From an optimization exercise on the open Yosys and OpenROAD flow, aimed at small area and a short achievable clock period; shortcuts taken in it are not production practice. No run shown here included a check of the RTL's function; only the layout flow was run. No activity file was given, so power comes from the tool's default toggle rates.

==> flow/design.v, too long to show whole: its modules and the start of the top module <==
// module pe: 543 lines
// module fa: 10 lines
// module bsel: 10 lines
// module bseln: 10 lines
// module xor2m: 3 lines
// module and2m: 3 lines
// module maj3m: 3 lines
// module paoi: 3 lines
// module poai: 3 lines
// module pnand: 3 lines
// module pnor: 3 lines
// module pinv: 3 lines
// module ha: 9 lines
// module sysarray: 42 lines
// module sysarray_flat: 17 lines
module sysarray_flat (
    input  wire         clk,
    input  wire         rst,
    input  wire         clr,
    input  wire [23:0]  a_left,
    input  wire [23:0]  b_top,
    output wire [161:0] acc_out
);
  // ...
==> flow/flow/run.sh <==
#!/bin/bash
set -euo pipefail
export BUFFER_PORTS_ARGS="-buffer_cell sky130_fd_sc_hd__buf_1"
export PRE_RESIZE_TCL="$PWD/flow/pre_resize.tcl"
bash standard.sh > standard.log 2>&1
==> flow/flow/pre_resize.tcl <==
# Input-port buffers (named input* by buffer_ports) to buf_4.
set n 0
foreach inst [get_cells input*] {
  if { [get_property $inst ref_name] == "sky130_fd_sc_hd__buf_1" } {
    replace_cell $inst sky130_fd_sc_hd__buf_4
    incr n
  }
}
puts "pre_resize: $n input buffers made sky130_fd_sc_hd__buf_4"
==> flow/standard.sh <==
#!/bin/bash
# synth_recipe.tcl (not shown) runs the flow's synth.tcl, then flattens the netlist and writes it again
# the make line also repeats each setting of config.mk as NAME=value (left out here)
make -C /OpenROAD-flow-scripts/flow DESIGN_CONFIG=/design/flow/config.mk WORK_HOME=/design/flow/orfs CLKGATE_MAP_FILE= SYNTH_SCRIPT=/design/flow/synth_recipe.tcl "${@:-finish}"
==> flow/config.mk <==
export PLATFORM = sky130hd
export DESIGN_NAME = sysarray_flat
export DESIGN_NICKNAME = sysarray_flat
export VERILOG_FILES = /design/flow/design.v
export SDC_FILE = /design/flow/constraint.sdc
export NUM_CORES = 4
export LEC_CHECK = 0
export CAP_MARGIN = 20
export CORE_MARGIN = 2
export CORE_UTILIZATION = 40
export CTS_BUF_LIST = sky130_fd_sc_hd__clkbuf_4 sky130_fd_sc_hd__clkbuf_8
export SETUP_SLACK_MARGIN = 1.1
export SLEW_MARGIN = 20
export SYNTH_HIERARCHICAL = 1
export SYNTH_MINIMUM_KEEP_SIZE = 0
==> flow/constraint.sdc <==
create_clock -name core_clock -period 5.0 [get_ports {clk}]
set_input_delay 1.0000 -clock core_clock [delete_from_list [all_inputs] [get_ports {clk}]]
set_output_delay 1.0000 -clock core_clock [all_outputs]
set_load 0.01 [all_outputs]
==> results.sh, run 1 <==
export IMPL_antenna_left=0
export IMPL_syn_cell_area_um2=27330
export IMPL_multi_input_area_um2=21280
export IMPL_placedInstanceArea_um2=29070
export IMPL_power_leakage_nw=13.72
export IMPL_largest_register="u_arr.g_row.g_col.u_pe.acc_out"
export IMPL_numPortBuffers=212
export IMPL_status="timing/DRC/antenna clean"
export IMPL_synth_cells=2830
export IMPL_p_int_w=0.008189
export IMPL_use_met2_pct=31.31
export IMPL_yosys_warnings=8
export IMPL_p_per_area_nw_per_um2=501.6
export IMPL_p_comb_w=0.00993
export IMPL_worst_ep_required_time_ns=5.52
export IMPL_clock_buffers=81
export IMPL_synth_simple_area_share_pct=21.44
export IMPL_wl_met2_mm=30.87
export IMPL_buf_share_pct=3.742
export IMPL_max_freq_mhz=265.0
export IMPL_nWellTaps=873
export IMPL_async_flop_share_pct=0
export IMPL_critPathCaptureType="flop"
export IMPL_drt_pass1_iter_count=5
export IMPL_holdWs_ns=0.5490
export IMPL_dr_wl_met3_mm=3.746
export IMPL_hold_viol=0
export IMPL_place_ws_ns=0.5402
export IMPL_cts_root_buf="clkbuf_8"
export IMPL_slowest_stage="fa_1"
export IMPL_drt_iter0_drc=640
export IMPL_synthTopCellsByArea="fa_1 (24%), dfxtp_1 (19%), xor2_1 (14%)"
==> module sysarray, before the edit <==
module sysarray (
    input  logic               clk,
    input  logic               rst,
    input  logic               clr,
    input  logic [2:0][7:0]    left,
    input  logic [2:0][7:0]    top,
    output logic [8:0][17:0]   out
);
    logic [2:0][2:0][7:0] a_in;   
    logic [2:0][2:0][7:0] b_in;   
    genvar r, c;
    generate
        for (r = 0; r < 3; r++) begin : g_row
            assign a_in[r][0] = left[r];
            assign b_in[0][r] = top[r];
            for (c = 0; c < 3; c++) begin : g_col
                if (c < 2) begin : g_hop
                    logic [7:0] a_q, b_q;
                    always_ff @(posedge clk) begin
                        if (rst) begin
                            a_q <= '0;
                            b_q <= '0;
                        end else begin
                            a_q <= a_in[r][c];
                            b_q <= b_in[c][r];
                        end
                    end
                    assign a_in[r][c+1] = a_q;
                    assign b_in[c+1][r] = b_q;
                end
                pe u_pe (
                    .clk(clk),
                    .rst(rst),
                    .clr(clr),
                    .a_in(a_in[r][c]),
                    .b_in(b_in[r][c]),
                    .acc_out(out[3*r+c])
                );
            end
        end
    endgenerate
endmodule
==> inputs of run 2 (changes only) <==
--- a/flow/design.v
+++ b/flow/design.v
@@ -442,44 +442,30 @@
     assign inv_s2 = ~acc_out[17];
     assign inv_c2 = acc_out[17];
     assign rx = {inv_c1, inv_c0, inv_s0, fa_s33, fx_s13, fx_s12, fx_s11, fx_c9, fx_c8, fx_c7, fx_c6, fx_c5, fa_c32, fa_c31, fa_c30, ha_c6, pp1_0, acc_out[0]};
     assign ry = {inv_s2, inv_s1, fa_c33, fx_c13, fx_c12, fx_c11, fx_c10, fx_s10, fx_s9, fx_s8, fx_s7, fx_s6, fx_s5, fa_s32, fa_s31, fa_s30, ha_s6, pp0_0};
     ha u_cpa0 (.x(acc_out[0]), .y(pp0_0), .s(sum[0]), .c(cpc0));
     fa u_cpa1 (.x(cpc0), .y(pp1_0), .z(ha_s6), .s(sum[1]), .c(cpc1));
     fa u_cpa2 (.x(cpc1), .y(ha_c6), .z(fa_s30), .s(sum[2]), .c(cpc2));
     fa u_cpa3 (.x(cpc2), .y(fa_c30), .z(fa_s31), .s(sum[3]), .c(cpc3));
-    xor2m u_pp_p4 (.a(fa_c31), .b(fa_s32), .y(pp_p4));
-    and2m u_pp_g4 (.a(fa_c31), .b(fa_s32), .y(pp_g4));
-    xor2m u_pp_p5 (.a(fa_c32), .b(fx_s5), .y(pp_p5));
-    and2m u_pp_g5 (.a(fa_c32), .b(fx_s5), .y(pp_g5));
-    xor2m u_pp_p6 (.a(fx_c5), .b(fx_s6), .y(pp_p6));
-    and2m u_pp_g6 (.a(fx_c5), .b(fx_s6), .y(pp_g6));
-    xor2m u_pp_p7 (.a(fx_c6), .b(fx_s7), .y(pp_p7));
-    and2m u_pp_g7 (.a(fx_c6), .b(fx_s7), .y(pp_g7));
-    xor2m u_pp_p8 (.a(fx_c7), .b(fx_s8), .y(pp_p8));
-    and2m u_pp_g8 (.a(fx_c7), .b(fx_s8), .y(pp_g8));
-    xor2m u_pp_p9 (.a(fx_c8), .b(fx_s9), .y(pp_p9));
-    and2m u_pp_g9 (.a(fx_c8), .b(fx_s9), .y(pp_g9));
-    xor2m u_pp_p10 (.a(fx_c9), .b(fx_s10), .y(pp_p10));
-    and2m u_pp_g10 (.a(fx_c9), .b(fx_s10), .y(pp_g10));
-    xor2m u_pp_p11 (.a(fx_s11), .b(fx_c10), .y(pp_p11));
-    and2m u_pp_g11 (.a(fx_s11), .b(fx_c10), .y(pp_g11));
-    xor2m u_pp_p12 (.a(fx_s12), .b(fx_c11), .y(pp_p12));
-    and2m u_pp_g12 (.a(fx_s12), .b(fx_c11), .y(pp_g12));
-    xor2m u_pp_p13 (.a(fx_s13), .b(fx_c12), .y(pp_p13));
-    and2m u_pp_g13 (.a(fx_s13), .b(fx_c12), .y(pp_g13));
-    xor2m u_pp_p14 (.a(fa_s33), .b(fx_c13), .y(pp_p14));
-    and2m u_pp_g14 (.a(fa_s33), .b(fx_c13), .y(pp_g14));
-    xor2m u_pp_p15 (.a(inv_s0), .b(fa_c33), .y(pp_p15));
-    and2m u_pp_g15 (.a(inv_s0), .b(fa_c33), .y(pp_g15));
-    xor2m u_pp_p16 (.a(inv_c0), .b(inv_s1), .y(pp_p16));
-    and2m u_pp_g16 (.a(inv_c0), .b(inv_s1), .y(pp_g16));
-    xor2m u_pp_p17 (.a(inv_c1), .b(inv_s2), .y(pp_p17));
-    and2m u_pp_g17 (.a(inv_c1), .b(inv_s2), .y(pp_g17));
+    ha u_hpg4 (.x(fa_c31), .y(fa_s32), .s(pp_p4), .c(pp_g4));
+    ha u_hpg5 (.x(fa_c32), .y(fx_s5), .s(pp_p5), .c(pp_g5));
+    ha u_hpg6 (.x(fx_c5), .y(fx_s6), .s(pp_p6), .c(pp_g6));
+    ha u_hpg7 (.x(fx_c6), .y(fx_s7), .s(pp_p7), .c(pp_g7));
+    ha u_hpg8 (.x(fx_c7), .y(fx_s8), .s(pp_p8), .c(pp_g8));
+    ha u_hpg9 (.x(fx_c8), .y(fx_s9), .s(pp_p9), .c(pp_g9));
+    ha u_hpg10 (.x(fx_c9), .y(fx_s10), .s(pp_p10), .c(pp_g10));
+    ha u_hpg11 (.x(fx_s11), .y(fx_c10), .s(pp_p11), .c(pp_g11));
+    ha u_hpg12 (.x(fx_s12), .y(fx_c11), .s(pp_p12), .c(pp_g12));
+    ha u_hpg13 (.x(fx_s13), .y(fx_c12), .s(pp_p13), .c(pp_g13));
+    ha u_hpg14 (.x(fa_s33), .y(fx_c13), .s(pp_p14), .c(pp_g14));
+    ha u_hpg15 (.x(inv_s0), .y(fa_c33), .s(pp_p15), .c(pp_g15));
+    ha u_hpg16 (.x(inv_c0), .y(inv_s1), .s(pp_p16), .c(pp_g16));
+    ha u_hpg17 (.x(inv_c1), .y(inv_s2), .s(pp_p17), .c(pp_g17));
     paoi u_pg1 (.g1(pp_g4), .p1(pp_p4), .g0(cpc3), .y(pg1));
     paoi u_pg2 (.g1(pp_g6), .p1(pp_p6), .g0(pp_g5), .y(pg2));
     pnand u_pq3 (.a(pp_p6), .b(pp_p5), .y(pq3));
     paoi u_pg4 (.g1(pp_g8), .p1(pp_p8), .g0(pp_g7), .y(pg4));
     pnand u_pq5 (.a(pp_p8), .b(pp_p7), .y(pq5));
     paoi u_pg6 (.g1(pp_g10), .p1(pp_p10), .g0(pp_g9), .y(pg6));
     pnand u_pq7 (.a(pp_p10), .b(pp_p9), .y(pq7));
     paoi u_pg8 (.g1(pp_g12), .p1(pp_p12), .g0(pp_g11), .y(pg8));
@@ -571,19 +557,16 @@
     input  logic y,
     output logic p
 );
     assign p = ~(((one & x) | (two & y)) ^ neg);
 endmodule
 module xor2m (input logic a, input logic b, output logic y);
     assign y = a ^ b;
 endmodule
-module and2m (input logic a, input logic b, output logic y);
-    assign y = a & b;
-endmodule
 module maj3m (input logic a, input logic b, input logic c, output logic y);
     assign y = (a & b) | (c & (a | b));
 endmodule
 module paoi (input logic g1, input logic p1, input logic g0, output logic y);
     assign y = ~(g1 | (p1 & g0));
 endmodule
 module poai (input logic g1, input logic p1, input logic g0, output logic y);
     assign y = ~(g1 & (p1 | g0));
@@ -601,16 +584,503 @@
     input  logic x,
     input  logic y,
     output logic s,
     output logic c
 );
     assign s = x ^ y;
     assign c = x & y;
 endmodule
+module pe_small (
+    input  logic        clk,
+    input  logic        rst,
+    input  logic        clr,
+    input  logic [7:0]  a_in,
+    input  logic [7:0]  b_in,
+    output logic [17:0] acc_out
+);
+    logic [17:0] rx, ry, sum;
+    logic pp0_0;
+    logic pp0_1;
+    logic pp0_2;
+    logic pp0_3;
+    logic pp0_4;
+    logic pp0_5;
+    logic pp0_6;
+    logic pp0_7;
+    logic pp1_0;
+    logic pp1_1;
+    logic pp1_2;
+    logic pp1_3;
+    logic pp1_4;
+    logic pp1_5;
+    logic pp1_6;
+    logic pp1_7;
+    logic pp2_0;
+    logic pp2_1;
+    logic pp2_2;
+    logic pp2_3;
+    logic pp2_4;
+    logic pp2_5;
+    logic pp2_6;
+    logic pp2_7;
+    logic pp3_0;
+    logic pp3_1;
+    logic pp3_2;
+    logic pp3_3;
+    logic pp3_4;
+    logic pp3_5;
+    logic pp3_6;
+    logic pp3_7;
+    logic pp4_0;
+    logic pp4_1;
+    logic pp4_2;
+    logic pp4_3;
+    logic pp4_4;
+    logic pp4_5;
+    logic pp4_6;
+    logic pp4_7;
+    logic pp5_0;
+    logic pp5_1;
+    logic pp5_2;
+    logic pp5_3;
+    logic pp5_4;
+    logic pp5_5;
+    logic pp5_6;
+    logic pp5_7;
+    logic pp6_0;
+    logic pp6_1;
+    logic pp6_2;
+    logic pp6_3;
+    logic pp6_4;
+    logic pp6_5;
+    logic pp6_6;
+    logic pp6_7;
+    logic pp7_0;
+    logic pp7_1;
+    logic pp7_2;
+    logic pp7_3;
+    logic pp7_4;
+    logic pp7_5;
+    logic pp7_6;
+    logic pp7_7;
+    logic ha_s0;
+    logic ha_c0;
+    logic fa_s0;
+    logic fa_c0;
+    logic ha_s1;
+    logic ha_c1;
+    logic fa_s1;
+    logic fa_c1;
+    logic fa_s2;
+    logic fa_c2;
+    logic ha_s2;
+    logic ha_c2;
+    logic fa1_s0;
+    logic fa1_c0;
+    logic fa_s3;
+    logic fa_c3;
+    logic fa_s4;
+    logic fa_c4;
+    logic fa_s5;
+    logic fa_c5;
+    logic fa_s6;
+    logic fa_c6;
+    logic fa_s7;
+    logic fa_c7;
+    logic ha_s3;
+    logic ha_c3;
+    logic fa_s8;
+    logic fa_c8;
+    logic ha_s4;
+    logic ha_c4;
+    logic fa_s9;
+    logic fa_c9;
+    logic fa_s10;
+    logic fa_c10;
+    logic fa_s11;
+    logic fa_c11;
+    logic fa_s12;
+    logic fa_c12;
+    logic fa_s13;
+    logic fa_c13;
+    logic fa_s14;
+    logic fa_c14;
+    logic fa_s15;
+    logic fa_c15;
+    logic fa_s16;
+    logic fa_c16;
+    logic fa_s17;
+    logic fa_c17;
+    logic fa_s18;
+    logic fa_c18;
+    logic fa_s19;
+    logic fa_c19;
+    logic fa_s20;
+    logic fa_c20;
+    logic fa_s21;
+    logic fa_c21;
+    logic fa_s22;
+    logic fa_c22;
+    logic fa_s23;
+    logic fa_c23;
+    logic ha_s5;
+    logic ha_c5;
+    logic fa_s24;
+    logic fa_c24;
+    logic fa_s25;
+    logic fa_c25;
+    logic fa_s26;
+    logic fa_c26;
+    logic fa_s27;
+    logic fa_c27;
+    logic fa_s28;
+    logic fa_c28;
+    logic fa_s29;
+    logic fa_c29;
+    logic fa_s30;
+    logic fa_c30;
+    logic fa_s31;
+    logic fa_c31;
+    logic fa_s32;
+    logic fa_c32;
+    logic fa_s33;
+    logic fa_c33;
+    logic fa_s34;
+    logic fa_c34;
+    logic ha_s6;
+    logic ha_c6;
+    logic fa_s35;
+    logic fa_c35;
+    logic fa_s36;
+    logic fa_c36;
+    logic fa_s37;
+    logic fa_c37;
+    logic fa_s38;
+    logic fa_c38;
+    logic fa_s39;
+    logic fa_c39;
+    logic fa_s40;
+    logic fa_c40;
+    logic fa_s41;
+    logic fa_c41;
+    logic fa_s42;
+    logic fa_c42;
+    logic fa_s43;
+    logic fa_c43;
+    logic fa_s44;
+    logic fa_c44;
+    logic fa_s45;
+    logic fa_c45;
+    logic fa_s46;
+    logic fa_c46;
+    logic fa_s47;
+    logic fa_c47;
+    logic inv_s0;
+    logic inv_c0;
+    logic inv_s1;
+    logic inv_c1;
+    logic inv_s2;
+    logic inv_c2;
+    logic cpc0;
+    logic cpc1;
+    logic cpc2;
+    logic cpc3;
+    logic pp_p4;
+    logic pp_g4;
+    logic pp_p5;
+    logic pp_g5;
+    logic pp_p6;
+    logic pp_g6;
+    logic pp_p7;
+    logic pp_g7;
+    logic pp_p8;
+    logic pp_g8;
+    logic pp_p9;
+    logic pp_g9;
+    logic pp_p10;
+    logic pp_g10;
+    logic pp_p11;
+    logic pp_g11;
+    logic pp_p12;
+    logic pp_g12;
+    logic pp_p13;
+    logic pp_g13;
+    logic pp_p14;
+    logic pp_g14;
+    logic pp_p15;
+    logic pp_g15;
+    logic pp_p16;
+    logic pp_g16;
+    logic pp_p17;
+    logic pp_g17;
+    logic pg1;
+    logic pg2;
+    logic pq3;
+    logic pg4;
+    logic pq5;
+    logic pg6;
+    logic pq7;
+    logic pg8;
+    logic pq9;
+    logic pg10;
+    logic pq11;
+    logic pg12;
+    logic pq13;
+    logic pn14;
+    logic pg15;
+    logic pg16;
+    logic pn17;
+    logic pg18;
+    logic pn19;
+    logic pq20;
+    logic pg21;
+    logic pq22;
+    logic pn23;
+    logic pg24;
+    logic pn25;
+    logic pq26;
+    logic pg27;
+    logic pq28;
+    logic pg29;
+    logic pn30;
+    logic pg31;
+    logic pn32;
+    logic pg33;
+    logic pg34;
+    logic pg35;
+    logic pq36;
+    logic pn37;
+    logic pg38;
+    logic pn39;
+    logic pq40;
+    logic pn41;
+    logic pg42;
+    logic pg43;
+    logic pg44;
+    logic pn45;
+    logic pg46;
+    logic pg47;
+    logic pn48;
+    logic pg49;
+    assign pp0_0 = a_in[0] & b_in[0];
+    assign pp0_1 = a_in[0] & b_in[1];
+    assign pp0_2 = a_in[0] & b_in[2];
+    assign pp0_3 = a_in[0] & b_in[3];
+    assign pp0_4 = a_in[0] & b_in[4];
+    assign pp0_5 = a_in[0] & b_in[5];
+    assign pp0_6 = a_in[0] & b_in[6];
+    assign pp0_7 = ~(a_in[0] & b_in[7]);
+    assign pp1_0 = a_in[1] & b_in[0];
+    assign pp1_1 = a_in[1] & b_in[1];
+    assign pp1_2 = a_in[1] & b_in[2];
+    assign pp1_3 = a_in[1] & b_in[3];
+    assign pp1_4 = a_in[1] & b_in[4];
+    assign pp1_5 = a_in[1] & b_in[5];
+    assign pp1_6 = a_in[1] & b_in[6];
+    assign pp1_7 = ~(a_in[1] & b_in[7]);
+    assign pp2_0 = a_in[2] & b_in[0];
+    assign pp2_1 = a_in[2] & b_in[1];
+    assign pp2_2 = a_in[2] & b_in[2];
+    assign pp2_3 = a_in[2] & b_in[3];
+    assign pp2_4 = a_in[2] & b_in[4];
+    assign pp2_5 = a_in[2] & b_in[5];
+    assign pp2_6 = a_in[2] & b_in[6];
+    assign pp2_7 = ~(a_in[2] & b_in[7]);
+    assign pp3_0 = a_in[3] & b_in[0];
+    assign pp3_1 = a_in[3] & b_in[1];
+    assign pp3_2 = a_in[3] & b_in[2];
+    assign pp3_3 = a_in[3] & b_in[3];
+    assign pp3_4 = a_in[3] & b_in[4];
+    assign pp3_5 = a_in[3] & b_in[5];
+    assign pp3_6 = a_in[3] & b_in[6];
+    assign pp3_7 = ~(a_in[3] & b_in[7]);
+    assign pp4_0 = a_in[4] & b_in[0];
+    assign pp4_1 = a_in[4] & b_in[1];
+    assign pp4_2 = a_in[4] & b_in[2];
+    assign pp4_3 = a_in[4] & b_in[3];
+    assign pp4_4 = a_in[4] & b_in[4];
+    assign pp4_5 = a_in[4] & b_in[5];
+    assign pp4_6 = a_in[4] & b_in[6];
+    assign pp4_7 = ~(a_in[4] & b_in[7]);
+    assign pp5_0 = a_in[5] & b_in[0];
+    assign pp5_1 = a_in[5] & b_in[1];
+    assign pp5_2 = a_in[5] & b_in[2];
+    assign pp5_3 = a_in[5] & b_in[3];
+    assign pp5_4 = a_in[5] & b_in[4];
+    assign pp5_5 = a_in[5] & b_in[5];
+    assign pp5_6 = a_in[5] & b_in[6];
+    assign pp5_7 = ~(a_in[5] & b_in[7]);
+    assign pp6_0 = a_in[6] & b_in[0];
+    assign pp6_1 = a_in[6] & b_in[1];
+    assign pp6_2 = a_in[6] & b_in[2];
+    assign pp6_3 = a_in[6] & b_in[3];
+    assign pp6_4 = a_in[6] & b_in[4];
+    assign pp6_5 = a_in[6] & b_in[5];
+    assign pp6_6 = a_in[6] & b_in[6];
+    assign pp6_7 = ~(a_in[6] & b_in[7]);
+    assign pp7_0 = ~(a_in[7] & b_in[0]);
+    assign pp7_1 = ~(a_in[7] & b_in[1]);
+    assign pp7_2 = ~(a_in[7] & b_in[2]);
+    assign pp7_3 = ~(a_in[7] & b_in[3]);
+    assign pp7_4 = ~(a_in[7] & b_in[4]);
+    assign pp7_5 = ~(a_in[7] & b_in[5]);
+    assign pp7_6 = ~(a_in[7] & b_in[6]);
+    assign pp7_7 = a_in[7] & b_in[7];
+    ha u_ha_s0 (.x(acc_out[5]), .y(pp0_5), .s(ha_s0), .c(ha_c0));
+    fa u_fa_s0 (.x(pp1_5), .y(acc_out[6]), .z(pp0_6), .s(fa_s0), .c(fa_c0));
+    ha u_ha_s1 (.x(pp2_4), .y(pp3_3), .s(ha_s1), .c(ha_c1));
+    fa u_fa_s1 (.x(pp1_6), .y(acc_out[7]), .z(pp0_7), .s(fa_s1), .c(fa_c1));
+    fa u_fa_s2 (.x(pp4_3), .y(pp2_5), .z(pp3_4), .s(fa_s2), .c(fa_c2));
+    ha u_ha_s2 (.x(pp5_2), .y(pp6_1), .s(ha_s2), .c(ha_c2));
+    assign fa1_s0 = ~(acc_out[8] ^ pp1_7);
+    assign fa1_c0 = acc_out[8] | pp1_7;
+    fa u_fa_s3 (.x(pp4_4), .y(pp2_6), .z(pp3_5), .s(fa_s3), .c(fa_c3));
+    fa u_fa_s4 (.x(pp7_1), .y(pp5_3), .z(pp6_2), .s(fa_s4), .c(fa_c4));
+    fa u_fa_s5 (.x(pp3_6), .y(acc_out[9]), .z(pp2_7), .s(fa_s5), .c(fa_c5));
+    fa u_fa_s6 (.x(pp6_3), .y(pp4_5), .z(pp5_4), .s(fa_s6), .c(fa_c6));
+    fa u_fa_s7 (.x(pp4_6), .y(acc_out[10]), .z(pp3_7), .s(fa_s7), .c(fa_c7));
+    ha u_ha_s3 (.x(acc_out[3]), .y(pp0_3), .s(ha_s3), .c(ha_c3));
+    fa u_fa_s8 (.x(pp1_3), .y(acc_out[4]), .z(pp0_4), .s(fa_s8), .c(fa_c8));
+    ha u_ha_s4 (.x(pp2_2), .y(pp3_1), .s(ha_s4), .c(ha_c4));
+    fa u_fa_s9 (.x(pp3_2), .y(pp1_4), .z(pp2_3), .s(fa_s9), .c(fa_c9));
+    fa u_fa_s10 (.x(ha_s0), .y(pp4_1), .z(pp5_0), .s(fa_s10), .c(fa_c10));
+    fa u_fa_s11 (.x(pp6_0), .y(pp4_2), .z(pp5_1), .s(fa_s11), .c(fa_c11));
+    fa u_fa_s12 (.x(fa_s0), .y(ha_c0), .z(ha_s1), .s(fa_s12), .c(fa_c12));
+    fa u_fa_s13 (.x(ha_s2), .y(pp7_0), .z(ha_c1), .s(fa_s13), .c(fa_c13));
+    fa u_fa_s14 (.x(fa_s2), .y(fa_c0), .z(fa_s1), .s(fa_s14), .c(fa_c14));
+    fa u_fa_s15 (.x(fa_c1), .y(ha_c2), .z(fa1_s0), .s(fa_s15), .c(fa_c15));
+    fa u_fa_s16 (.x(fa_s4), .y(fa_c2), .z(fa_s3), .s(fa_s16), .c(fa_c16));
+    fa u_fa_s17 (.x(fa_c3), .y(pp7_2), .z(fa1_c0), .s(fa_s17), .c(fa_c17));
+    fa u_fa_s18 (.x(fa_s6), .y(fa_c4), .z(fa_s5), .s(fa_s18), .c(fa_c18));
+    fa u_fa_s19 (.x(pp7_3), .y(pp5_5), .z(pp6_4), .s(fa_s19), .c(fa_c19));
+    fa u_fa_s20 (.x(fa_s7), .y(fa_c5), .z(fa_c6), .s(fa_s20), .c(fa_c20));
+    fa u_fa_s21 (.x(pp5_6), .y(acc_out[11]), .z(pp4_7), .s(fa_s21), .c(fa_c21));
+    fa u_fa_s22 (.x(fa_c7), .y(pp6_5), .z(pp7_4), .s(fa_s22), .c(fa_c22));
+    fa u_fa_s23 (.x(pp6_6), .y(acc_out[12]), .z(pp5_7), .s(fa_s23), .c(fa_c23));
+    ha u_ha_s5 (.x(acc_out[2]), .y(pp0_2), .s(ha_s5), .c(ha_c5));
+    fa u_fa_s24 (.x(pp3_0), .y(pp1_2), .z(pp2_1), .s(fa_s24), .c(fa_c24));
+    fa u_fa_s25 (.x(ha_s4), .y(pp4_0), .z(ha_c3), .s(fa_s25), .c(fa_c25));
+    fa u_fa_s26 (.x(fa_s9), .y(ha_c4), .z(fa_c8), .s(fa_s26), .c(fa_c26));
+    fa u_fa_s27 (.x(fa_c10), .y(fa_c9), .z(fa_s11), .s(fa_s27), .c(fa_c27));
+    fa u_fa_s28 (.x(fa_c12), .y(fa_c11), .z(fa_s13), .s(fa_s28), .c(fa_c28));
+    fa u_fa_s29 (.x(fa_s15), .y(fa_c13), .z(fa_c14), .s(fa_s29), .c(fa_c29));
+    fa u_fa_s30 (.x(fa_s17), .y(fa_c15), .z(fa_c16), .s(fa_s30), .c(fa_c30));
+    fa u_fa_s31 (.x(fa_c18), .y(fa_s19), .z(fa_c17), .s(fa_s31), .c(fa_c31));
+    fa u_fa_s32 (.x(fa_c20), .y(fa_c19), .z(fa_s21), .s(fa_s32), .c(fa_c32));
+    fa u_fa_s33 (.x(fa_s23), .y(pp7_5), .z(fa_c21), .s(fa_s33), .c(fa_c33));
+    fa u_fa_s34 (.x(pp7_6), .y(acc_out[13]), .z(pp6_7), .s(fa_s34), .c(fa_c34));
+    ha u_ha_s6 (.x(acc_out[1]), .y(pp0_1), .s(ha_s6), .c(ha_c6));
+    fa u_fa_s35 (.x(ha_s5), .y(pp1_1), .z(pp2_0), .s(fa_s35), .c(fa_c35));
+    fa u_fa_s36 (.x(fa_s24), .y(ha_c5), .z(ha_s3), .s(fa_s36), .c(fa_c36));
+    fa u_fa_s37 (.x(fa_s25), .y(fa_c24), .z(fa_s8), .s(fa_s37), .c(fa_c37));
+    fa u_fa_s38 (.x(fa_s26), .y(fa_c25), .z(fa_s10), .s(fa_s38), .c(fa_c38));
+    fa u_fa_s39 (.x(fa_s27), .y(fa_c26), .z(fa_s12), .s(fa_s39), .c(fa_c39));
+    fa u_fa_s40 (.x(fa_s28), .y(fa_s14), .z(fa_c27), .s(fa_s40), .c(fa_c40));
+    fa u_fa_s41 (.x(fa_s29), .y(fa_s16), .z(fa_c28), .s(fa_s41), .c(fa_c41));
+    fa u_fa_s42 (.x(fa_s30), .y(fa_s18), .z(fa_c29), .s(fa_s42), .c(fa_c42));
+    fa u_fa_s43 (.x(fa_s31), .y(fa_s20), .z(fa_c30), .s(fa_s43), .c(fa_c43));
+    fa u_fa_s44 (.x(fa_s32), .y(fa_s22), .z(fa_c31), .s(fa_s44), .c(fa_c44));
+    fa u_fa_s45 (.x(fa_c32), .y(fa_c22), .z(fa_s33), .s(fa_s45), .c(fa_c45));
+    fa u_fa_s46 (.x(fa_c33), .y(fa_c23), .z(fa_s34), .s(fa_s46), .c(fa_c46));
+    fa u_fa_s47 (.x(fa_c34), .y(acc_out[14]), .z(pp7_7), .s(fa_s47), .c(fa_c47));
+    assign inv_s0 = ~acc_out[15];
+    assign inv_c0 = acc_out[15];
+    assign inv_s1 = ~acc_out[16];
+    assign inv_c1 = acc_out[16];
+    assign inv_s2 = ~acc_out[17];
+    assign inv_c2 = acc_out[17];
+    assign rx = {inv_c1, inv_c0, inv_s0, fa_s47, fa_s46, fa_c44, fa_c43, fa_c42, fa_c41, fa_c40, fa_c39, fa_c38, fa_c37, fa_c36, fa_c35, ha_c6, pp1_0, acc_out[0]};
+    assign ry = {inv_s2, inv_s1, fa_c47, fa_c46, fa_c45, fa_s45, fa_s44, fa_s43, fa_s42, fa_s41, fa_s40, fa_s39, fa_s38, fa_s37, fa_s36, fa_s35, ha_s6, pp0_0};
+    ha u_cpa0 (.x(acc_out[0]), .y(pp0_0), .s(sum[0]), .c(cpc0));
+    fa u_cpa1 (.x(cpc0), .y(pp1_0), .z(ha_s6), .s(sum[1]), .c(cpc1));
+    fa u_cpa2 (.x(cpc1), .y(ha_c6), .z(fa_s35), .s(sum[2]), .c(cpc2));
+    fa u_cpa3 (.x(cpc2), .y(fa_c35), .z(fa_s36), .s(sum[3]), .c(cpc3));
+    ha u_hpg4 (.x(fa_c36), .y(fa_s37), .s(pp_p4), .c(pp_g4));
+    ha u_hpg5 (.x(fa_c37), .y(fa_s38), .s(pp_p5), .c(pp_g5));
+    ha u_hpg6 (.x(fa_c38), .y(fa_s39), .s(pp_p6), .c(pp_g6));
+    ha u_hpg7 (.x(fa_c39), .y(fa_s40), .s(pp_p7), .c(pp_g7));
+    ha u_hpg8 (.x(fa_c40), .y(fa_s41), .s(pp_p8), .c(pp_g8));
+    ha u_hpg9 (.x(fa_c41), .y(fa_s42), .s(pp_p9), .c(pp_g9));
+    ha u_hpg10 (.x(fa_c42), .y(fa_s43), .s(pp_p10), .c(pp_g10));
+    ha u_hpg11 (.x(fa_c43), .y(fa_s44), .s(pp_p11), .c(pp_g11));
+    ha u_hpg12 (.x(fa_c44), .y(fa_s45), .s(pp_p12), .c(pp_g12));
+    ha u_hpg13 (.x(fa_s46), .y(fa_c45), .s(pp_p13), .c(pp_g13));
+    ha u_hpg14 (.x(fa_s47), .y(fa_c46), .s(pp_p14), .c(pp_g14));
+    ha u_hpg15 (.x(inv_s0), .y(fa_c47), .s(pp_p15), .c(pp_g15));
+    ha u_hpg16 (.x(inv_c0), .y(inv_s1), .s(pp_p16), .c(pp_g16));
+    ha u_hpg17 (.x(inv_c1), .y(inv_s2), .s(pp_p17), .c(pp_g17));
+    paoi u_pg1 (.g1(pp_g4), .p1(pp_p4), .g0(cpc3), .y(pg1));
+    paoi u_pg2 (.g1(pp_g6), .p1(pp_p6), .g0(pp_g5), .y(pg2));
+    pnand u_pq3 (.a(pp_p6), .b(pp_p5), .y(pq3));
+    paoi u_pg4 (.g1(pp_g8), .p1(pp_p8), .g0(pp_g7), .y(pg4));
+    pnand u_pq5 (.a(pp_p8), .b(pp_p7), .y(pq5));
+    paoi u_pg6 (.g1(pp_g10), .p1(pp_p10), .g0(pp_g9), .y(pg6));
+    pnand u_pq7 (.a(pp_p10), .b(pp_p9), .y(pq7));
+    paoi u_pg8 (.g1(pp_g12), .p1(pp_p12), .g0(pp_g11), .y(pg8));
+    pnand u_pq9 (.a(pp_p12), .b(pp_p11), .y(pq9));
+    paoi u_pg10 (.g1(pp_g14), .p1(pp_p14), .g0(pp_g13), .y(pg10));
+    pnand u_pq11 (.a(pp_p14), .b(pp_p13), .y(pq11));
+    paoi u_pg12 (.g1(pp_g16), .p1(pp_p16), .g0(pp_g15), .y(pg12));
+    pnand u_pq13 (.a(pp_p16), .b(pp_p15), .y(pq13));
+    pinv u_pn14 (.a(pg1), .y(pn14));
+    paoi u_pg15 (.g1(pp_g5), .p1(pp_p5), .g0(pn14), .y(pg15));
+    poai u_pg16 (.g1(pg2), .p1(pq3), .g0(pg1), .y(pg16));
+    pinv u_pn17 (.a(pg4), .y(pn17));
+    paoi u_pg18 (.g1(pp_g9), .p1(pp_p9), .g0(pn17), .y(pg18));
+    pinv u_pn19 (.a(pq5), .y(pn19));
+    pnand u_pq20 (.a(pp_p9), .b(pn19), .y(pq20));
+    poai u_pg21 (.g1(pg6), .p1(pq7), .g0(pg4), .y(pg21));
+    pnor u_pq22 (.a(pq7), .b(pq5), .y(pq22));
+    pinv u_pn23 (.a(pg8), .y(pn23));
+    paoi u_pg24 (.g1(pp_g13), .p1(pp_p13), .g0(pn23), .y(pg24));
+    pinv u_pn25 (.a(pq9), .y(pn25));
+    pnand u_pq26 (.a(pp_p13), .b(pn25), .y(pq26));
+    poai u_pg27 (.g1(pg10), .p1(pq11), .g0(pg8), .y(pg27));
+    pnor u_pq28 (.a(pq11), .b(pq9), .y(pq28));
+    paoi u_pg29 (.g1(pp_g7), .p1(pp_p7), .g0(pg16), .y(pg29));
+    pinv u_pn30 (.a(pg16), .y(pn30));
+    poai u_pg31 (.g1(pg4), .p1(pq5), .g0(pn30), .y(pg31));
+    pinv u_pn32 (.a(pg16), .y(pn32));
+    poai u_pg33 (.g1(pg18), .p1(pq20), .g0(pn32), .y(pg33));
+    paoi u_pg34 (.g1(pg21), .p1(pq22), .g0(pg16), .y(pg34));
+    paoi u_pg35 (.g1(pp_g15), .p1(pp_p15), .g0(pg27), .y(pg35));
+    pnand u_pq36 (.a(pp_p15), .b(pq28), .y(pq36));
+    pinv u_pn37 (.a(pg27), .y(pn37));
+    poai u_pg38 (.g1(pg12), .p1(pq13), .g0(pn37), .y(pg38));
+    pinv u_pn39 (.a(pq28), .y(pn39));
+    pnor u_pq40 (.a(pq13), .b(pn39), .y(pq40));
+    pinv u_pn41 (.a(pg34), .y(pn41));
+    paoi u_pg42 (.g1(pp_g11), .p1(pp_p11), .g0(pn41), .y(pg42));
+    poai u_pg43 (.g1(pg8), .p1(pq9), .g0(pg34), .y(pg43));
+    poai u_pg44 (.g1(pg24), .p1(pq26), .g0(pg34), .y(pg44));
+    pinv u_pn45 (.a(pg34), .y(pn45));
+    paoi u_pg46 (.g1(pg27), .p1(pq28), .g0(pn45), .y(pg46));
+    poai u_pg47 (.g1(pg35), .p1(pq36), .g0(pg34), .y(pg47));
+    pinv u_pn48 (.a(pg34), .y(pn48));
+    paoi u_pg49 (.g1(pg38), .p1(pq40), .g0(pn48), .y(pg49));
+    assign sum[4] = pp_p4 ^ cpc3;
+    assign sum[5] = ~(pp_p5 ^ pg1);
+    assign sum[6] = ~(pp_p6 ^ pg15);
+    assign sum[7] = pp_p7 ^ pg16;
+    assign sum[8] = ~(pp_p8 ^ pg29);
+    assign sum[9] = pp_p9 ^ pg31;
+    assign sum[10] = pp_p10 ^ pg33;
+    assign sum[11] = ~(pp_p11 ^ pg34);
+    assign sum[12] = ~(pp_p12 ^ pg42);
+    assign sum[13] = pp_p13 ^ pg43;
+    assign sum[14] = pp_p14 ^ pg44;
+    assign sum[15] = ~(pp_p15 ^ pg46);
+    assign sum[16] = pp_p16 ^ pg47;
+    assign sum[17] = ~(pp_p17 ^ pg49);
+    always_ff @(posedge clk) begin
+        if (rst || clr) acc_out <= '0;
+        else            acc_out <= sum;
+    end
+endmodule
 `default_nettype none
 `timescale 1ns/1ns
 module sysarray (
     input  logic               clk,
     input  logic               rst,
     input  logic               clr,
     input  logic [2:0][7:0]    left,
     input  logic [2:0][7:0]    top,
@@ -633,24 +1103,35 @@
                         end else begin
                             a_q <= a_in[r][c];
                             b_q <= b_in[c][r];
                         end
                     end
                     assign a_in[r][c+1] = a_q;
                     assign b_in[c+1][r] = b_q;
                 end
-                pe u_pe (
-                    .clk(clk),
-                    .rst(rst),
-                    .clr(clr),
-                    .a_in(a_in[r][c]),
-                    .b_in(b_in[r][c]),
-                    .acc_out(out[3*r+c])
-                );
+                if (r == 0 || c == 0) begin : g_fast
+                    pe u_pe (
+                        .clk(clk),
+                        .rst(rst),
+                        .clr(clr),
+                        .a_in(a_in[r][c]),
+                        .b_in(b_in[r][c]),
+                        .acc_out(out[3*r+c])
+                    );
+                end else begin : g_small
+                    pe_small u_pe (
+                        .clk(clk),
+                        .rst(rst),
+                        .clr(clr),
+                        .a_in(a_in[r][c]),
+                        .b_in(b_in[r][c]),
+                        .acc_out(out[3*r+c])
+                    );
+                end
             end
         end
     endgenerate
 endmodule
 `default_nettype none
 `timescale 1ns/1ns
 module sysarray_flat (
     input  wire         clk,
==> flow/flow/run.sh (replaced) <==
#!/bin/bash
# The standard layout, with every port buffered by the smallest buffer
# (sky130_fd_sc_hd__buf_1) rather than the cell buffer_ports picks by itself;
# repair_design and repair_timing resize them afterwards where needed.
set -euo pipefail
export BUFFER_PORTS_ARGS="-buffer_cell sky130_fd_sc_hd__buf_1"
bash standard.sh > standard.log 2>&1
==> flow/config.mk (replaced) <==
export PLATFORM = sky130hd
export DESIGN_NAME = sysarray_flat
export DESIGN_NICKNAME = sysarray_flat
export VERILOG_FILES = /design/flow/design.v
export SDC_FILE = /design/flow/constraint.sdc
export NUM_CORES = 4
export LEC_CHECK = 0
export CAP_MARGIN = 20
export CORE_MARGIN = 2
export CORE_UTILIZATION = 40
export CTS_BUF_LIST = sky130_fd_sc_hd__clkbuf_4 sky130_fd_sc_hd__clkbuf_8
export SETUP_SLACK_MARGIN = 1.2
export SLEW_MARGIN = 20
export SYNTH_HIERARCHICAL = 1
export SYNTH_MINIMUM_KEEP_SIZE = 0
removed: flow/flow/pre_resize.tcl
==> results.sh, run 2 <==
export IMPL_r2r_end="u_arr.g_row[1].g_col[1].g_small.u_pe.acc_out[16]"
export IMPL_drcViolationCount=0
export IMPL_worst_pin_slew_ns=0.6971
export IMPL_p_total_w=0.01612
export IMPL_fillCellCount=6090
export IMPL_grt_pass1_wl_mm=109.0
export IMPL_slew_violations=0
export IMPL_finalCritPeriodShare_pct=76.39
export IMPL_num_rows=94
export IMPL_relSlewSlack_pct=53.53
export IMPL_grtUsageTotal_pct=20.26
export IMPL_worst_ep_required_time_ns=5.49
export IMPL_rsz0062_at_grt="yes"
export IMPL_hold_viol=0
export IMPL_grt_max_degree=41
export IMPL_setup_violations=0
export IMPL_fin_skew_ns=0.05963
export IMPL_ys_ff_latch=258
export IMPL_r2r_start="u_arr.g_row[1].g_col[0].g_hop.b_q[6]"
export IMPL_fin_ws_ns=1.181
export IMPL_min_period_ns=3.819
export IMPL_async_flop_share_pct=0
export IMPL_clk_pin_slew_worst_paths_ns=0.06
export IMPL_area_growth_pct=16.00
export IMPL_place_ws_ns=0.2346
export IMPL_num_vias=18540
export IMPL_status="timing/DRC/antenna clean"
export IMPL_die_area_um2=68530
export IMPL_yosysSeqAreaShare_pct=19.43
export IMPL_tns_ns=0
export IMPL_layout_common_cells="and2_1 (472), fa_1 (330), xor2_1 (197), nand2_1 (193), ha_1 (179)"
export IMPL_max_cap_violations=0
export IMPL_synth_main_ff_cell="dfxtp_1"
export IMPL_gp_congestion=0.8596
export IMPL_cts_tree="built"
export IMPL_critPathCaptureType="flop"
export IMPL_yosys_warnings=9
export IMPL_hold_depth=1
export IMPL_final_common_cell="and2_1"
export IMPL_hold_class="flop to flop"
export IMPL_numPortBuffers=212
export IMPL_cts_root_buf="clkbuf_8"
export IMPL_clk_path_buf_depth=3
export IMPL_synth_top_area_cell="fa_1"
export IMPL_largest_reg_flops=90
export IMPL_synth_most_common_cell="and2_1"
export IMPL_critPathLaunchType="flop"
export IMPL_largest_register="u_arr.g_row.g_col.g_fast.u_pe.acc_out"
export IMPL_ff2ff_path_depth=13
export IMPL_antenna_left=0
export IMPL_fin_nets=3523
export IMPL_drt_iter0_drc=710
export IMPL_min_from="u_arr.g_row[1].g_col[0].g_hop.a_q[6]"
export IMPL_die_h_um=261.8
export IMPL_cts_sinks=258
export IMPL_max_freq_mhz=261.8
export IMPL_drt_pass1_iter_count=5
export IMPL_synth_net_count=3248
export IMPL_htree_levels=2
export IMPL_rrSetupSlack_ns=1.18
export IMPL_die_w_um=261.8
export IMPL_holdPathEnd="u_arr.g_row[1].g_col[1].g_hop.a_q[6]"
export IMPL_syn_cell_area_um2=26580
export IMPL_drive_gt1_share_pct=23.29
export IMPL_criticalPathCategory="flop to flop"
export IMPL_io_pins=213
export IMPL_worstPathMaxFanout=7
export IMPL_clock_latency_ns=0.67
export IMPL_coreArea_um2=65750
export IMPL_synth_edf_count=0
export IMPL_initial_core_util_pct=40.43
export IMPL_dp_hpwl_mm=53.01
export IMPL_p_per_area_nw_per_um2=522.7
export IMPL_power_leakage_nw=13.61
export IMPL_synth_cells=2601
export IMPL_wl_per_cell_um=18.27
export IMPL_synth_area_per_cell_um2=10.22
export IMPL_antenna_found_initial=2
export IMPL_reg_top3="u_arr.g_row.g_col.g_fast.u_pe.acc_out: 90 flops, u_arr.g_row.g_col.g_small.u_pe.acc_out: 72 flops"
export IMPL_yosysUniqueCellTypes=19
export IMPL_synth_top_area_share_pct=29.30
export IMPL_arrival_ns=4.31
export IMPL_viasPerCell=4.902
export IMPL_irDropWorstVdd_mv=0.5776
export IMPL_grt_overflow_total=0
export IMPL_first_global_vias=20280
export IMPL_cts_buffers=52
export IMPL_drt_wl_total_mm=69.07
export IMPL_synthTopCellsByArea="fa_1 (29%), dfxtp_1 (19%), and2_1 (12%)"
export IMPL_synth_common_cells="and2_1 (495), fa_1 (389), dfxtp_1 (258), ha_1 (207), xor2_1 (203)"
run 2: metal layers:
| metal | track usage [%] | vias to the layer above | share of wire (%) |
|---|---|---|---|
| li1 | - | 8715 | - |
| met1 | 24.85 | 9348 | 42 |
| met2 | 35.26 | 345 | 50 |
| met3 | 4.302 | 126 | 5.0 |
| met4 | 6.850 | 2 | 3.0 |
| met5 | 0 | - | 0.023 |
run 2: stage by stage:
| step | area, µm² | hold WS (ns) | utilization, % | instances |
|---|---|---|---|---|
| after floorplan | 26780 | 0.4361 | - | 2601 |
| after global placement | 28270 | 0.5468 | 43.00 | 3630 |
| after detailed placement | 28270 | 0.5657 | 43.00 | 3630 |
| after CTS | 29910 | 0.5264 | 45.49 | 3736 |
| after global routing | 30830 | 0.5195 | 46.89 | 3781 |
| final | 30830 | 0.5128 | 46.89 | 3781 |
run 2: layout make-up:
class | instances | area, µm² | area share, %
antenna | 1 | 2.502 | 0.008117
clock buffer | 77 | 978.4 | 3.174
clock inverter | 17 | 171.4 | 0.5560
inverter | 162 | 608.1 | 1.972
multi-input combinational | 2117 | 21180 | 68.69
sequential | 258 | 5373 | 17.43
tap | 864 | 1081 | 3.506
timing repair buffer | 285 | 1438 | 4.663
run 2: worst max-delay path, stage by stage (launching register included):
cell and delay, ns:
dfxtp_4 0.40, and2_1 0.17, fa_2 0.47, fa_2 0.36
fa_1 0.46, fa_1 0.54, ha_4 0.32, nand2_2 0.06
nor2_1 0.22, a21oi_4 0.14, buf_4 0.16, o21ai_2 0.13
xnor2_1 0.13, nor2_1 0.05
run 2: power breakdown:
part / switching, W / internal, W
sequential: 0.000356 / 0.00239
clock: 0.00104 / 0.00141
combinational: 0.00596 / 0.00496
run 2: kinds of logic (layout without fill, tap and decap cells):
family	after synthesis	count (layout)	share of synthesized area [%]
AND/OR/NAND/NOR	960	960	19.29
other	0	1	0
AO/OA/AOI/OAI	225	225	6.270
adder cells (fa/ha/maj)	666	666	42.01
buffers and inverters	226	541	4.232
flip-flops	258	258	19.43
XOR/XNOR	266	266	8.765
run 2: repair_timing:
action                     CTS  global route
resized for setup          131           190
pin swaps                   19            64
hold buffers                 0             0
buffers inserted            12            44
setup endpoints to repair   56            65
run 2: worst max path at each step:
| stage | cells past startpoint | start | slack (ns) | endpoint |
|---|---|---|---|---|
| detailed placement | 15 | b_top[21] | 0.23 | u_arr.g_row[0].g_col[2].g_fast.u_pe.acc_out[12] |
| floorplan | 14 | a_left[1] | 1.10 | u_arr.g_row[0].g_col[0].g_fast.u_pe.acc_out[15] |
| CTS | 14 | u_arr.g_row[1].g_col[0].g_hop.b_q[6] | 1.15 | u_arr.g_row[1].g_col[1].g_small.u_pe.acc_out[17] |
| finish | 13 | u_arr.g_row[1].g_col[0].g_hop.b_q[6] | 1.18 | u_arr.g_row[1].g_col[1].g_small.u_pe.acc_out[16] |
| global route | 13 | u_arr.g_row[1].g_col[0].g_hop.b_q[6] | 1.05 | u_arr.g_row[1].g_col[1].g_small.u_pe.acc_out[16] |
| global placement | 15 | b_top[21] | 0.31 | u_arr.g_row[0].g_col[2].g_fast.u_pe.acc_out[15] |
run 2: modules after synthesis, one instance, submodules excluded, excerpt:
module    cells  flops+latches  area (µm²)  times used
paoi          1              0       8.758         144
pe_small    129             18        1025           4
ha            1              0       12.51         198
xor2m         1              0       8.758         140
fa            1              0       20.02         389
pe          129             18        1025           5
maj3m         1              0       11.26          70
sysarray    202             96        2600           1
poai          1              0       5.005          81
pinv          1              0       3.754         108
pnand         1              0       3.754          81
pnor          1              0       3.754          27
==> inputs of run 3 (changes only) <==
--- a/flow/config.mk
+++ b/flow/config.mk
@@ -9,7 +9,7 @@
 export CORE_MARGIN = 2
 export CORE_UTILIZATION = 40
 export CTS_BUF_LIST = sky130_fd_sc_hd__clkbuf_4 sky130_fd_sc_hd__clkbuf_8
-export SETUP_SLACK_MARGIN = 1.2
+export SETUP_SLACK_MARGIN = 1.1
 export SLEW_MARGIN = 20
 export SYNTH_HIERARCHICAL = 1
 export SYNTH_MINIMUM_KEEP_SIZE = 0
==> results.sh, run 3 <==
export IMPL_syn_cell_area_um2=26580
export IMPL_wl_per_cell_um=18.13
export IMPL_drt_iter0_drc=701
export IMPL_criticalPathCategory="input pin to flop"
export IMPL_crit_chain="clkbuf_2, and2_1, fa_1, fa_1, maj3_2, maj3_2, ha_1, a21oi_2, o21ai_1, inv_1, o21ai_1, a21oi_2, xor2_1, nor2_1"
export IMPL_synth_main_ff_cell="dfxtp_1"
export IMPL_cts_tree="built"
export IMPL_hold_viol=0
export IMPL_die_h_um=261.8
export IMPL_final_common_cell="and2_1"
export IMPL_drcViolationCount=0
export IMPL_synth_top_area_cell="fa_1"
export IMPL_yosysUniqueCellTypes=19
export IMPL_cts_sinks=258
export IMPL_p_total_w=0.01549
export IMPL_yosys_warnings=9
export IMPL_critPathLaunchType="input pin"
export IMPL_initial_core_util_pct=40.43
export IMPL_power_leakage_nw=13.47
export IMPL_clk_pin_slew_worst_paths_ns=0.06
export IMPL_relSlewSlack_pct=32.37
export IMPL_die_w_um=261.8
export IMPL_grt_max_degree=62
export IMPL_arrival_ns=4.33
export IMPL_dp_hpwl_mm=53.74
export IMPL_crit_family="adder cells"
export IMPL_async_flop_share_pct=0
export IMPL_hold_depth=1
export IMPL_synth_edf_count=0
export IMPL_drt_pass1_iter_count=5
export IMPL_slew_violations=0
export IMPL_finalCritPeriodShare_pct=76.26
export IMPL_drive_gt1_share_pct=20.52
export IMPL_grtUsageTotal_pct=20.22
export IMPL_reg_top3="u_arr.g_row.g_col.g_fast.u_pe.acc_out: 90 flops, u_arr.g_row.g_col.g_small.u_pe.acc_out: 72 flops"
export IMPL_antenna_left=0
export IMPL_synth_cells=2601
export IMPL_area_growth_pct=14.05
export IMPL_ff2ff_path_depth=13
export IMPL_io_pins=213
export IMPL_synth_top_area_share_pct=29.30
export IMPL_viasPerCell=4.881
export IMPL_synth_xor_area_share_pct=8.765
export IMPL_r2r_end="u_arr.g_row[1].g_col[2].g_small.u_pe.acc_out[12]"
export IMPL_numPortBuffers=212
export IMPL_p_per_area_nw_per_um2=511.0
export IMPL_fin_skew_ns=0.04151
export IMPL_clk_path_buf_depth=3
export IMPL_synth_most_common_cell="and2_1"
export IMPL_cp_slowest_stage_delay_ns=0.50
export IMPL_drt_wl_total_mm=68.29
export IMPL_synth_area_per_cell_um2=10.22
export IMPL_largest_reg_flops=90
export IMPL_grt_overflow_total=0
export IMPL_cts_hold_buffers_added=0
export IMPL_rrSetupSlack_ns=1.20
export IMPL_htree_levels=2
export IMPL_die_area_um2=68530
export IMPL_r2r_start="u_arr.g_row[1].g_col[1].g_hop.a_q[3]"
export IMPL_antenna_found_initial=10
export IMPL_yosysSeqAreaShare_pct=19.43
export IMPL_synth_common_cells="and2_1 (495), fa_1 (389), dfxtp_1 (258), ha_1 (207), xor2_1 (203)"
export IMPL_worstPathMaxFanout=9
export IMPL_cts_root_buf="clkbuf_8"
export IMPL_clock_latency_ns=0.67
export IMPL_min_period_ns=3.813
export IMPL_max_cap_violations=0
export IMPL_muxShareOfSynthArea_pct=0
export IMPL_max_freq_mhz=262.3
export IMPL_cts_buffers=55
export IMPL_status="timing/DRC/antenna clean"
export IMPL_tns_ns=0
export IMPL_crit_buf_inv=2
export IMPL_coreArea_um2=65750
export IMPL_grt_pass1_wl_mm=109.1
export IMPL_fin_nets=3507
export IMPL_worst_pin_slew_ns=1.014
export IMPL_synth_compound_area_share_pct=6.270
export IMPL_layout_common_cells="and2_1 (473), fa_1 (352), xor2_1 (203), nand2_1 (196), dfxtp_1 (190)"
export IMPL_synth_top_family_by_area="adder cells"
export IMPL_num_vias=18380
export IMPL_synth_fa_ha_area_share_pct=42.01
export IMPL_crit_start="b_top[11]"
export IMPL_slowest_stage="fa_1"
export IMPL_path_depth=14
export IMPL_synthTopCellsByArea="fa_1 (29%), dfxtp_1 (19%), and2_1 (12%)"
export IMPL_setup_violations=0
export IMPL_gp_congestion=0.8925
export IMPL_first_global_vias=20430
export IMPL_largest_register="u_arr.g_row.g_col.g_fast.u_pe.acc_out"
export IMPL_worst_ep_required_time_ns=5.52
export IMPL_synth_simple_area_share_pct=19.29
export IMPL_ys_ff_latch=258
export IMPL_synth_net_count=3248
export IMPL_critPathCaptureType="flop"
export IMPL_crit_end="u_arr.g_row[0].g_col[1].g_fast.u_pe.acc_out[17]"
export IMPL_num_rows=94
export IMPL_rsz0062_at_grt="yes"
export IMPL_hold_class="flop to flop"
export IMPL_irDropWorstVdd_mv=0.3920
[run 3: per-module statistics from Yosys (local to each module, per instance), excerpt]
module	times used	area (µm²)
pnand	81	3.754
pinv	108	3.754
ha	198	12.51
sysarray	1	2600
pe	5	1025
maj3m	70	11.26
[run 3: worst min-delay path by stage]
stage / from / end / slack [ns]
6_report: u_arr.g_row[2].g_col[0].g_hop.b_q[5] / u_arr.g_row[2].g_col[1].g_hop.b_q[5] / 0.53
5_1_grt: u_arr.g_row[2].g_col[0].g_hop.a_q[6] / u_arr.g_row[2].g_col[1].g_hop.a_q[6] / 0.55
4_1_cts: u_arr.g_row[2].g_col[0].g_hop.b_q[5] / u_arr.g_row[2].g_col[1].g_hop.b_q[5] / 0.53
3_5_place_dp: u_arr.g_row[0].g_col[0].g_fast.u_pe.acc_out[0] / u_arr.g_row[0].g_col[0].g_fast.u_pe.acc_out[0] / 0.56
3_3_place_gp: u_arr.g_row[0].g_col[2].g_fast.u_pe.acc_out[0] / u_arr.g_row[0].g_col[2].g_fast.u_pe.acc_out[0] / 0.55
2_1_floorplan: u_arr.g_row[0].g_col[0].g_hop.a_q[7] / u_arr.g_row[0].g_col[1].g_hop.a_q[7] / 0.44
[run 3: what timing repair did]
item,CTS,global route
endpoints found under the setup margin,37,58
setup buffers,7,29
pin swaps,3,51
resized for setup,59,163
[run 3: routing by layer]
metal | wire [µm] | vias to the layer above | track usage (%)
met5 | 69 | - | 0
met2 | 33480 | 363 | 34.62
met1 | 28540 | 9204 | 24.76
li1 | - | 8681 | -
met4 | 1794 | 12 | 6.013
met3 | 4400 | 123 | 5.671
[run 3: cells by family after synthesis]
kind of cell	Yosys count
and+or+nand+nor	960
adders and majority gates	666
xor gates and xnor gates	266
DFF	258
buffers and inverters	226
AOI/OAI and AO/OA	225
[run 3: power by group]
| part | switching (W) | internal [W] |
|---|---|---|
| Sequential | 0.000346 | 0.00240 |
| Combinational | 0.00573 | 0.00464 |
| Clock | 0.00102 | 0.00135 |
| Total | 0.00710 | 0.00839 |
[run 3: per-stage QoR]
step | util (%) | worst slack [ns] | std cells | hold slack (ns) | cell area (µm²)
after global placement | 42.99 | 0.3735 | 3631 | 0.5500 | 28260
after detailed placement | 42.99 | 0.3331 | 3631 | 0.5566 | 28260
after floorplan | - | 1.097 | 2601 | 0.4361 | 26770
after global routing | 46.10 | 1.025 | 3765 | 0.5545 | 30310
after CTS | 45.01 | 1.105 | 3735 | 0.5266 | 29590
final | 46.11 | 1.187 | 3766 | 0.5268 | 30310
[run 3: layout make-up]
class	count	area, µm²
Tap cell	864	1081
Fill cell	6225	35430
Inverter	162	610.6
Sequential cell	258	5328
Antenna cell	2	5.005
Timing Repair Buffer	266	1257
Clock inverter	11	62.56
Clock buffer	86	1071
Multi-Input combinational cell	2117	20900

==> separate check: timing with driven ports <==
The results above use ideal ports. As a check the final layouts listed here were re-extracted and re-timed, cells and wires unchanged. Step 1, drivers: a clkbuf_16 drives clk and a buf_2 each remaining input, both assumed. Step 2, shift: input delay + t, output delay - t, t = (earliest + latest rising clock arrival at the registers) / 2. This alone moves slack from input paths to output paths. Three values: no drivers, after step 1, after step 2; two values: the first two.
| run | shift t [ns] | setup slack, ns | worst setup path after step 2 | latest minus earliest clock arrival (ns) | worst data-port slew with drivers (ns) |
|---|---|---|---|---|---|
| run 1 | 0.690 | 1.226 / 1.260 / 0.571 | input to register | 0.031 / 0.031 | 0.07 |
| run 2 | 0.705 | 1.181 / 1.181 / 0.589 | input to register | 0.062 / 0.062 | 0.08 |
| run 3 | 0.705 | 1.187 / 1.200 / 0.516 | input to register | 0.043 / 0.043 | 0.10 |
After both steps every run listed still meets setup and hold. For run 3, which loses most, drivers alone change the setup slack by +0.013 ns; drivers and shift together by -0.671 ns.
